Source: an optimization exercise on an open RTL-to-GDS flow (aim: small area). Production flows keep margins and buffers that such runs may drop.
The RTL was checked by simulation tests, not by an equivalence proof against the original design.
Power figures rest on the tool's default switching activity, not on a simulated workload.

==> inputs of run H <==
Design VGAnscreen, start of the top module:
module VGAnscreen(
	input clk,
	output o_hsync,
	output o_vsync,
	output [7:0] o_red,
	output [7:0] o_blue,
	output [7:0] o_green,
	output clkk,
	input start,
	input reset,
	input button0,
	input button1,
	output reg [3:0] temp_number,
	output [3:0] number_to_store,
	output reg [3:0] next_read,
	output reg [3:0] readed_data,
	output time_to_read,
	output reg [2:0] ct1,
	output reg [2:0] ct2,
	output reg [2:0] ct3,
	output reg [2:0] ct4
);
make LEC_CHECK=0 CAP_MARGIN=20 CORE_MARGIN=2 CORE_UTILIZATION=40 SLEW_MARGIN=20 finish   # period 20.0 ns
run.sh (not shown) runs the stock make flow with config.mk's settings and CLKGATE_MAP_FILE= SYNTH_SCRIPT=/design/flow/synth_recipe.tcl, a recipe that flattens the netlist after the stock synthesis.
==> run P: changes against run H <==
==> flow/flow/run.sh (new file) <==
#!/bin/bash
# Layout flow: the standard synthesis, then an area re-mapping of the combinational logic
# (registers untouched), then the standard layout from floorplan to finish.
set -euo pipefail
W=$(pwd)
R=$W/orfs/results/${FLOW_PLATFORM}/VGAnscreen/base
YOSYS=${YOSYS_EXE:-/OpenROAD-flow-scripts/tools/install/yosys/bin/yosys}
LIB=${FLOW_HOME}/platforms/${FLOW_PLATFORM}/lib/sky130_fd_sc_hd__tt_025C_1v80.lib

# 1. standard synthesis, unchanged
bash standard.sh synth > $W/flow_synth.log 2>&1

# 2. re-map the combinational logic for area; flip-flops keep their instances, names and cells
cp $R/1_2_yosys.v $W/std_1_2_yosys.v
sed -e "s#@LIB@#$LIB#g" -e "s#@IN@#$W/std_1_2_yosys.v#g" -e "s#@OUT@#$W/remap.v#g" \
    -e "s#@ABC@#$W/flow/area.abc#g" -e "s#@TOP@#$FLOW_TOP#g" $W/flow/remap.ys > $W/remap_run.ys
$YOSYS -s $W/remap_run.ys > $W/flow_remap.log 2>&1
cp $W/remap.v $R/1_2_yosys.v
rm -f $R/1_synth.odb $R/1_synth.sdc

# 3. standard layout from the re-mapped netlist
bash standard.sh finish > $W/flow_finish.log 2>&1
test -f $W/out/final.def
==> flow/flow/area.abc (new file) <==
strash; &get -n; &deepsyn -T 60; &put; dch -f; &get -n; &nf -R 1000; &put; topo
==> flow/flow/remap.ys (new file) <==
read_liberty -ignore_miss_func @LIB@
read_verilog @IN@
hierarchy -top @TOP@
blackbox sky130_fd_sc_hd__df* sky130_fd_sc_hd__edf* sky130_fd_sc_hd__sdf* sky130_fd_sc_hd__dl* sky130_fd_sc_hd__conb_1
flatten
opt -fast
stat
abc -liberty @LIB@ -dont_use *lpflow* -dont_use *probe* -dont_use *clkbuf* -dont_use *clkinv* -dont_use *clkdly* -dont_use *dlygate* -dont_use *dlymetal* -script @ABC@
opt_clean -purge
splitnets
opt_clean -purge
hilomap -singleton -hicell sky130_fd_sc_hd__conb_1 HI -locell sky130_fd_sc_hd__conb_1 LO
insbuf -buf sky130_fd_sc_hd__buf_4 A X
opt_clean -purge
stat -liberty @LIB@
write_verilog -noattr -nohex -nodec @OUT@
==> flow/standard.sh (new file) <==
#!/bin/bash
# synth_recipe.tcl (not shown) runs the flow's synth.tcl, then flattens the netlist and writes it again
# the make line also repeats each setting of config.mk as NAME=value (left out here)
make -C /OpenROAD-flow-scripts/flow DESIGN_CONFIG=/design/flow/config.mk WORK_HOME=/design/flow/orfs CLKGATE_MAP_FILE= SYNTH_SCRIPT=/design/flow/synth_recipe.tcl "${@:-finish}"
removed: flow/run.sh
==> summary of the runs <==
- In run P the final area is smaller than in run H, by about 30%.
- Against run H, the first-iteration DRC count of run P is lower by about 30%.
- In run H the routed wire length is higher than in run P, by about 50%.
- In run H the clock skew is lower than in run P, by 1.2 ps.
- Between run P and run H, the lower via count is in run P (gap 32%, measured against run H).
- Between run P and run H, the lower setup slack is in run H (gap 150 ps).
- Critical path depth is the same in run P and run H.
- Core utilization: run H is lower than run P (1.3 points).
- Final cell count: run P is lower than run H (32%).


==> run X: inputs <==
Another version of the RTL of VGAnscreen (not shown whole).
==> flow/config.mk <==
export PLATFORM = sky130hd
export DESIGN_NAME = VGAnscreen
export DESIGN_NICKNAME = VGAnscreen
export VERILOG_FILES = /design/flow/design.v
export SDC_FILE = /design/flow/constraint.sdc
export NUM_CORES = 4
export LEC_CHECK = 0
export CAP_MARGIN = 20
export CORE_MARGIN = 2
export CORE_UTILIZATION = 60
export CTS_BUF_LIST = sky130_fd_sc_hd__clkbuf_4
export SLEW_MARGIN = 20
==> flow/constraint.sdc <==
create_clock -name core_clock -period 20.0 [get_ports {clk}]
set_input_delay 4.0000 -clock core_clock [delete_from_list [all_inputs] [get_ports {clk}]]
set_output_delay 4.0000 -clock core_clock [all_outputs]
set_load 0.01 [all_outputs]
standard.sh (not shown) runs the stock make flow with config.mk's settings and CLKGATE_MAP_FILE= SYNTH_SCRIPT=/design/flow/synth_recipe.tcl, a recipe that flattens the netlist after the stock synthesis.
==> flow/flow/run.sh <==
#!/bin/bash
# Layout flow: the standard synthesis, then an area re-mapping of the combinational logic
# (registers untouched), then the standard layout from floorplan to finish.
set -euo pipefail
W=$(pwd)
R=$W/orfs/results/${FLOW_PLATFORM}/VGAnscreen/base
YOSYS=${YOSYS_EXE:-/OpenROAD-flow-scripts/tools/install/yosys/bin/yosys}
LIB=${FLOW_HOME}/platforms/${FLOW_PLATFORM}/lib/sky130_fd_sc_hd__tt_025C_1v80.lib

# 1. standard synthesis, unchanged
bash standard.sh synth > $W/flow_synth.log 2>&1

# 2. re-map the combinational logic for area; flip-flops keep their instances, names and cells
cp $R/1_2_yosys.v $W/std_1_2_yosys.v
sed -e "s#@LIB@#$LIB#g" -e "s#@IN@#$W/std_1_2_yosys.v#g" -e "s#@OUT@#$W/remap.v#g" \
    -e "s#@ABC@#$W/flow/area.abc#g" -e "s#@TOP@#$FLOW_TOP#g" $W/flow/remap.ys > $W/remap_run.ys
$YOSYS -s $W/remap_run.ys > $W/flow_remap.log 2>&1
cp $W/remap.v $R/1_2_yosys.v
rm -f $R/1_synth.odb $R/1_synth.sdc

# 3. standard layout from the re-mapped netlist
bash standard.sh finish > $W/flow_finish.log 2>&1
test -f $W/out/final.def
==> flow/flow/area.abc <==
strash; &get -n; &deepsyn -T 300; &put; dch -f; &get -n; &nf -R 1000; &put; topo
==> flow/flow/remap.ys <==
read_liberty -ignore_miss_func @LIB@
read_verilog @IN@
hierarchy -top @TOP@
blackbox sky130_fd_sc_hd__df* sky130_fd_sc_hd__edf* sky130_fd_sc_hd__sdf* sky130_fd_sc_hd__dl* sky130_fd_sc_hd__conb_1
flatten
opt -fast
stat
abc -liberty @LIB@ -dont_use *lpflow* -dont_use *probe* -dont_use *clkbuf* -dont_use *clkinv* -dont_use *clkdly* -dont_use *dlygate* -dont_use *dlymetal* -script @ABC@
opt_clean -purge
splitnets
opt_clean -purge
hilomap -singleton -hicell sky130_fd_sc_hd__conb_1 HI -locell sky130_fd_sc_hd__conb_1 LO
insbuf -buf sky130_fd_sc_hd__buf_4 A X
opt_clean -purge
stat -liberty @LIB@
write_verilog -noattr -nohex -nodec @OUT@
==> run C: changes against run X <==
CORE_UTILIZATION = 40   (was 60)
CTS_BUF_LIST = unset   (was sky130_fd_sc_hd__clkbuf_4)
==> summary.txt <==
Effective utilization at floorplan - 60.98%
Worst Path Required - 16.00 ns
Core box area - 25180 µm²
GR Util met1 - 49.11%
Status - finished clean
Final wirelength - 52.79 mm
First-pass GRT wire length - 80.96 mm
Final core utilization - 67.82%
Final instance area - 17080 µm²
Placer Congestion - 1.002
WL/cell - 21.68 µm
Chip height - 164.0 µm
CP endpoint - o_blue[4]
CP arrival - 3.68 ns
(the above is from run X)
==> summary.txt <==
CP endpoint - rgb[0]
First-pass GRT wire length - 82.84 mm
Final core utilization - 46.01%
Core box area - 38560 µm²
Chip height - 201.5 µm
Final wirelength - 53.61 mm
Worst Path Required - 20.47 ns
Met2 usage in global routing - 40.12%
CP arrival - 8.01 ns
GR Util met1 - 36.25%
Placer Congestion - 0.9522
Grt met3 use - 5.021%
WL/cell - 20.79 µm
Comb power - 0.0306 mW
Status - finished clean
(the above is from run C)

## afterwards: timing with drivers on the ports
Ports are ideal in the flow. The routed layouts listed here were re-timed in OpenROAD.
Step 1 (the two cells are an assumption about what drives the block):
set clk [get_ports {clk}]
set_driving_cell -lib_cell sky130_fd_sc_hd__clkbuf_16 $clk
set_driving_cell -lib_cell sky130_fd_sc_hd__buf_2 [delete_from_list [all_inputs] $clk]
Step 2, shift: input delay + t, output delay - t, t = (earliest + latest rising clock arrival at the registers) / 2. This alone moves slack from input paths to output paths.
a / b / c = ideal ports / drivers / drivers and shift; a / b = the first two.
run | t, ns | setup slack, ns | worst setup path after step 2
run H | 0.624 | 11.868 / 11.811 / 12.305 | register to register
run P | 0.604 | 12.021 / 11.966 / 12.570 | register to output
run X | 0.748 | 12.321 / 12.273 / 12.807 | register to register
run C | 0.599 | 12.461 / 12.461 / 12.461 | register to register
After both steps every run listed still meets setup and hold.
